This is an optimization exercise on Yosys and OpenROAD, whose aim is small area, a short achievable clock period and few clock cycles per item, not a production implementation. Function was checked by simulation only, so behaviour that the tests miss may differ from the original. Power and IR drop assume default switching activity.

== middle ==
Design pow5_pipelined_valid, start of the top module:
module pow5_pipelined_valid
#(
  parameter DATA_WIDTH = 8
)
(
  input  logic                      clk_i,
  input  logic                      rst_i,
  input  logic [DATA_WIDTH-1:0]     pow_data_i,
  input  logic                      data_valid_i,
  output logic [(5*DATA_WIDTH)-1:0] pow_data_o,
  output logic                      data_valid_o
);
clock: 5.5 ns
lec_check: 0
abc_area: 1
cap_margin: 20
core_margin: 2
core_utilization: 20
place_density: 0.3
setup_slack_margin: 3.2
slew_margin: 20
run.sh (not shown) runs the stock make flow with config.mk's settings and CLKGATE_MAP_FILE= SYNTH_SCRIPT=/design/flow/synth_recipe.tcl, a recipe that flattens the netlist after the stock synthesis.
middle: PASS, flow complete, no timing, DRC or antenna violations
Testbench counts of middle, summed over its fixed seeds: cycles 16,008, items 16,000.
> inputs changed (middle -> west)
- CORE_UTILIZATION now 25, was 20
- PLACE_DENSITY now 0.4, was 0.3
- west against middle: non-clock buffer count decreased about 3.6%; setup slack decreased 0.0054 ns; power decreased about 3.6%; cell-internal power decreased 0.93%.
- In west, sequential share of cell area is higher than in middle.
- Cmp middle and west / net switching power / higher: middle
- As far as synthesized cell count goes, middle and west are indistinguishable; the numbers are identical.
- Of middle and west, the lower clock group share of total power belongs to west.
- The share of cell area taken by multi-input logic gates of west exceeds that of middle by 0.26 points.
- Run comparison: west cell at the slowest stage of the critical path sky130_fd_sc_hd__dfxtp_1; middle cell at the slowest stage of the critical path sky130_fd_sc_hd__dfxtp_4

* * *

pow5_pipelined_valid, a different RTL version from the one above (not shown whole).
For scale: roughly 1200 cells after synthesis, roughly 70 flip-flops, ~52 I/O pins.
Settings: LEC_CHECK=0, CAP_MARGIN=20, CORE_MARGIN=2, CORE_UTILIZATION=20, PLACE_DENSITY=0.3, SETUP_SLACK_MARGIN=3.4, SLEW_MARGIN=20; clock period 5.5 ns.
The starting point went through all stages and came out clean.
Testbench counts at the start, summed over its fixed seeds: cycles 16,008, items 16,000.
==> next run, changes <==
SETUP_SLACK_MARGIN = 3.0   (was 3.4)
After rerunning:
- routed wire length is lower by 8.8%
- sequential power is about the same
- maximum frequency is lower by 6.3%
- cell area is lower by 22%
- critical path depth is lower by 4
- count of clock-buffer cells in the layout stays the same
- die area does not change
- first-iteration DRC count is lower by 3.0%
- via count is lower by 5.6%
- total power is lower by 14%
- setup slack is worse by 0.17 ns
==> next run, changes <==
CORE_UTILIZATION = 30   (was 20)
PLACE_DENSITY = 0.45   (was 0.3)
SETUP_SLACK_MARGIN = not set   (was 3.0)
After rerunning: Design area shrinks by roughly a tenth. Synthesized cell count does not change. Worst hold slack hardly moves. Maximum frequency came out lower by a quarter to a third. Routed wire length shrinks by roughly a tenth. Cell count drops by roughly a tenth. Synthesized area does not change. Die area decreases by a quarter to a third. First-iteration DRC count rises by well over a third. Core utilization came out higher by 8.6 points. Global-route usage grows by 12 points.

* * *

pow5_pipelined_valid, a different RTL version from the one above (not shown whole).
Size in the first run: ~62 flip-flops, roughly 52 I/O pins, about 7400 µm² of cells after synthesis.
Design pow5_pipelined_valid, start of the top module:
module pow5_pipelined_valid
#(
  parameter DATA_WIDTH = 8
)
(
  input  logic                      clk_i,
  input  logic                      rst_i,
  input  logic [DATA_WIDTH-1:0]     pow_data_i,
  input  logic                      data_valid_i,
  output logic [(5*DATA_WIDTH)-1:0] pow_data_o,
  output logic                      data_valid_o
);
make LEC_CHECK=0 ABC_AREA=1 CAP_MARGIN=20 CORE_MARGIN=2 CORE_UTILIZATION=20 PLACE_DENSITY=0.3 SETUP_SLACK_MARGIN=3.2 SLEW_MARGIN=20 finish   # period 5.5 ns
The baseline passed the timing, DRC and antenna checks.
Testbench counts at the start, summed over its fixed seeds: cycles 16,008, items 16,000.
Edit:
==> flow/flow/run.sh (new file) <==
#!/bin/bash
# Own flow: the standard flow (standard synthesis and layout) with one change:
# the port buffers are plain sky130_fd_sc_hd__buf_1 cells.
set -euo pipefail
bash standard.sh "BUFFER_PORTS_ARGS=-buffer_cell sky130_fd_sc_hd__buf_1" finish > log_standard_flow.log 2>&1
==> flow/standard.sh (new file) <==
#!/bin/bash
# synth_recipe.tcl (not shown) runs the flow's synth.tcl, then flattens the netlist and writes it again
# the make line also repeats each setting of config.mk as NAME=value (left out here)
make -C /OpenROAD-flow-scripts/flow DESIGN_CONFIG=/design/flow/config.mk WORK_HOME=/design/flow/orfs CLKGATE_MAP_FILE= SYNTH_SCRIPT=/design/flow/synth_recipe.tcl "${@:-finish}"
ABC_AREA = not set   (was 1)
CTS_BUF_LIST = sky130_fd_sc_hd__clkbuf_8   (was not set)
removed: flow/run.sh
Sequential power hardly moves. Via count came out higher by 2.8%. Sequential share of layout area came out lower by 0.99 points. Cell count came out lower by 6.5%. Wire length came out lower by 0.46%.
Edit:
==> flow/run.sh (new file) <==
#!/bin/bash
# synth_recipe.tcl (not shown) runs the flow's synth.tcl, then flattens the netlist and writes it again
# the make line also repeats each setting of config.mk as NAME=value (left out here)
make -C /OpenROAD-flow-scripts/flow DESIGN_CONFIG=/design/flow/config.mk WORK_HOME=/design/flow/orfs CLKGATE_MAP_FILE= SYNTH_SCRIPT=/design/flow/synth_recipe.tcl finish
ABC_AREA = 1   (was not set)
CTS_BUF_LIST = not set   (was sky130_fd_sc_hd__clkbuf_8)
GPL_TIMING_DRIVEN = 0   (was not set)
removed: flow/flow/run.sh
removed: flow/standard.sh
What happened: Worst hold slack hardly moves; setup slack gets worse by 24 ps; design area is lower by 6.4%.
Edit:
GPL_TIMING_DRIVEN = not set   (was 0)
SETUP_SLACK_MARGIN = 3.3   (was 3.2)
Clock power is lower by 6.5%.
Clock-buffer cell count is lower by 1.
Final area is higher by 4.8%.
Power is lower by 2.2%.
Synthesized cell count stays the same.
Routed wire length is lower by 8.5%.
Synthesized area stays the same.
Sequential share of layout area is lower by 0.27 points.
Flip-flop and latch count stays the same.
Hold slack is worse by 4.0 ps.
Die area does not change.

* * *

Setup of JK:
Starting RTL as in the previous note.
export LEC_CHECK = 0
export ABC_AREA = 1
export CAP_MARGIN = 0
export CORE_MARGIN = 2
export CORE_UTILIZATION = 20
export PLACE_DENSITY = 0.3
export SETUP_SLACK_MARGIN = 3.2
export SLEW_MARGIN = 0
create_clock -name core_clock -period 5.5 [get_ports {clk_i}]
Stock flow here: none of the scripts above is used.
Testbench counts of JK, summed over its fixed seeds: cycles 16,008, items 16,000.
#### Input delta (MS over JK)
- changing SLEW_MARGIN from 0 to 20
- changing CAP_MARGIN from 0 to 20
- changing CORE_UTILIZATION from 20 to 25
- changing PLACE_DENSITY from 0.3 to 0.4
--- outcome ---
- MS reached the end of the flow, and the finished layout is clean on the timing, DRC and antenna checks.
- Re synthesized-area fraction occupied by and/or/nand/nor cells: no difference whatsoever between MS and JK.
- MS vs JK on tap cell count: MS is the lower one.
- Changes observed in MS relative to JK: die area went down about 20%, cell count along the critical path went down 2, global-route usage went up 5.9 points.
- MS vs JK: post-route core utilization up in MS
Modified inputs, AL compared to MS
- setting TNS_END_PERCENT to 5 for the first time
- changing CORE_UTILIZATION from 25 to 20
- changing PLACE_DENSITY from 0.4 to 0.3
- In AL the layout overhead on the synthesized area turned out 5.7 points higher than in MS.
- Portion of total power attributed to combinational logic: AL higher than MS
- Compare MS and AL | sequential share of power higher: MS
- AL gives less met1 demand-to-capacity share in global routing than MS did.
- Looking at worst setup slack across MS and AL, the one that comes out higher is AL.
- Looking at launch point of the worst path, the u_pow5.p11$_DFF_P_ result is from MS; the u_pow5.p8$_DFF_P_ one comes from AL.
- The run showing the smaller initial antenna violation count is AL.
- Comparing MS against AL, there is no change at all in sequential cell count.
- On count of plain and timing-repair buffers: between MS and AL, it ends up higher for AL.
The following lists how TR was set up differently from AL:
- a deleted ABC_AREA that had been 1
- a deleted TNS_END_PERCENT that had been 5
==> comparison <==
Summary — relative contribution of the clock network to total power, TR relative to AL: lower, by 1.4 points.
TR vs AL: total power down in TR
Relative contribution of combinational cells to total power delta for TR relative to AL: 1.3 points higher
Summary — total wirelength of the detailed-routed design, TR relative to AL: lower, by 3.4%.
On switching part of the total power, the lower figure sits with TR, not AL.
Initial cell density of the core across TR and AL: no real change.

* * *

RTL: one of the versions met above, not the one the previous note started from.
For scale: ~1200 cells after synthesis, roughly 52 I/O pins, ~6900 µm² of cells after synthesis.
export LEC_CHECK = 0
export CAP_MARGIN = 20
export CORE_MARGIN = 2
export CORE_UTILIZATION = 20
export PLACE_DENSITY = 0.3
export SETUP_SLACK_MARGIN = 3.0
export SLEW_MARGIN = 20
create_clock -name core_clock -period 5.5 [get_ports {clk_i}]
standard.sh (not shown) runs the stock make flow with config.mk's settings and CLKGATE_MAP_FILE= SYNTH_SCRIPT=/design/flow/synth_recipe.tcl, a recipe that flattens the netlist after the stock synthesis.
==> flow/flow/run.sh <==
#!/bin/bash
# Own flow: the standard synthesis, then the combinational logic re-mapped by abc
# with an area-recovering script (flip-flops untouched), then the standard layout
# with plain buf_1 cells as the port buffers.
set -euo pipefail
R=orfs/results/${FLOW_PLATFORM}/pow5_pipelined_valid/base
bash standard.sh synth > log_synth_standard.log 2>&1
cp $R/1_2_yosys.v standard_1_2_yosys.v
ABC_SCRIPT=$(cat flow/abc_script.txt)
bash flow/remap.sh standard_1_2_yosys.v remapped.v "$ABC_SCRIPT" > log_remap_yosys.log 2>&1
cp remapped.v $R/1_2_yosys.v
rm -f $R/1_synth.odb $R/1_synth.sdc
bash standard.sh "BUFFER_PORTS_ARGS=-buffer_cell sky130_fd_sc_hd__buf_1" finish > log_layout.log 2>&1
Other scripts of this flow, unchanged in this note and not shown: flow/flow/abc_script.txt, flow/flow/cellmodels.py, flow/flow/remap.sh
Testbench counts at the start, summed over its fixed seeds: cycles 16,008, items 16,000.
Rerun with:
Settings changed: SETUP_SLACK_MARGIN 3.0 to 2.8.
Effect:
- power fell by 3.5%
- synthesized cell count does not change
- worst setup slack degrades by 180 ps
- area after synthesis stays the same

* * *

pow5_pipelined_valid with an RTL version that a note above also has.
Size in the first run: about 1,400 cells after synthesis, ~62 flip-flops, roughly 52 I/O pins, ~0.0074 mm^2 of cells after synthesis.
Settings: LEC_CHECK=0, ABC_AREA=1, CAP_MARGIN=20, CORE_MARGIN=2, CORE_UTILIZATION=20, PLACE_DENSITY=0.3, SETUP_SLACK_MARGIN=3.4, SLEW_MARGIN=20; clock period 5.5 ns.
run.sh (not shown) runs the stock make flow with config.mk's settings and CLKGATE_MAP_FILE= SYNTH_SCRIPT=/design/flow/synth_recipe.tcl, a recipe that flattens the netlist after the stock synthesis.
Stock flow here: none of the scripts above is used.
Testbench counts at the start, summed over its fixed seeds: cycles 16,008, items 16,000.
Rerun with:
SETUP_SLACK_MARGIN = 3.0   (was 3.4)
After rerunning: The new run produced a clean layout. Register-to-register slack degrades by 0.45 ns. Sequential share of layout area came out higher by 2.0 points. Clock power hardly moves. Worst setup slack degrades by 0.45 ns. Via count goes down by a few percent. Design area went down by about a fifth.

[separate check: timing with driven ports]
In the flow no input, the clock included, has a driving cell. The finished layouts below were timed again as built, in two steps. Step 1, drivers: a clkbuf_16 drives clk_i and a buf_2 each remaining input, both assumed. Step 2, shift: input delay + t, output delay - t, t = (earliest + latest rising clock arrival at the registers) / 2. This alone moves slack from input paths to output paths. Slacks: ideal / step 1 / step 2; pairs: ideal / step 1.
| run | shift t [ns] | slack for setup (ns) | slew at the worst register clock pin (ns) | worst data-port slew with drivers (ns) | cell pins on the clock port's net |
|---|---|---|---|---|---|
| middle | 0.409 | 3.059 / 3.059 / 3.059 | 0.09 / 0.09 | 0.05 | 1 |
| west | 0.381 | 3.054 / 3.054 / 3.054 | 0.09 / 0.09 | 0.05 | 1 |
| the first run of note 2 | 0.462 | 3.046 / 3.046 / 3.046 | 0.08 / 0.08 | 0.03 | 1 |
| the second run of note 2 | 0.442 | 2.880 / 2.880 / 2.880 | 0.08 / 0.08 | 0.04 | 1 |
| the third run of note 2 | 0.421 | 1.678 / 1.678 / 1.678 | 0.09 / 0.09 | 0.03 | 1 |
| the first run of note 3 | 0.444 | 3.073 / 3.073 / 3.073 | 0.08 / 0.08 | 0.04 | 1 |
| the second run of note 3 | 0.526 | 3.054 / 3.054 / 3.054 | 0.10 / 0.10 | 0.03 | 1 |
| the third run of note 3 | 0.459 | 3.031 / 3.031 / 3.031 | 0.08 / 0.08 | 0.04 | 1 |
| the fourth run of note 3 | 0.440 | 3.123 / 3.123 / 3.123 | 0.08 / 0.08 | 0.04 | 1 |
| JK | 0.445 | 3.020 / 3.020 / 3.020 | 0.09 / 0.09 | 0.04 | 1 |
| MS | 0.448 | 2.861 / 2.861 / 2.861 | 0.08 / 0.08 | 0.05 | 1 |
| AL | 0.451 | 2.987 / 2.987 / 2.987 | 0.08 / 0.08 | 0.04 | 1 |
| TR | 0.435 | 3.046 / 3.046 / 3.046 | 0.07 / 0.07 | 0.03 | 1 |
| the first run of note 5 | 0.447 | 2.819 / 2.819 / 2.819 | 0.09 / 0.09 | 0.04 | 1 |
| the second run of note 5 | 0.448 | 2.643 / 2.643 / 2.643 | 0.09 / 0.09 | 0.04 | 1 |
| the first run of note 6 | 0.443 | 3.234 / 3.234 / 3.234 | 0.08 / 0.08 | 0.04 | 1 |
| the second run of note 6 | 0.447 | 2.785 / 2.785 / 2.785 | 0.08 / 0.08 | 0.04 | 1 |
After both steps every run listed still meets setup and hold.
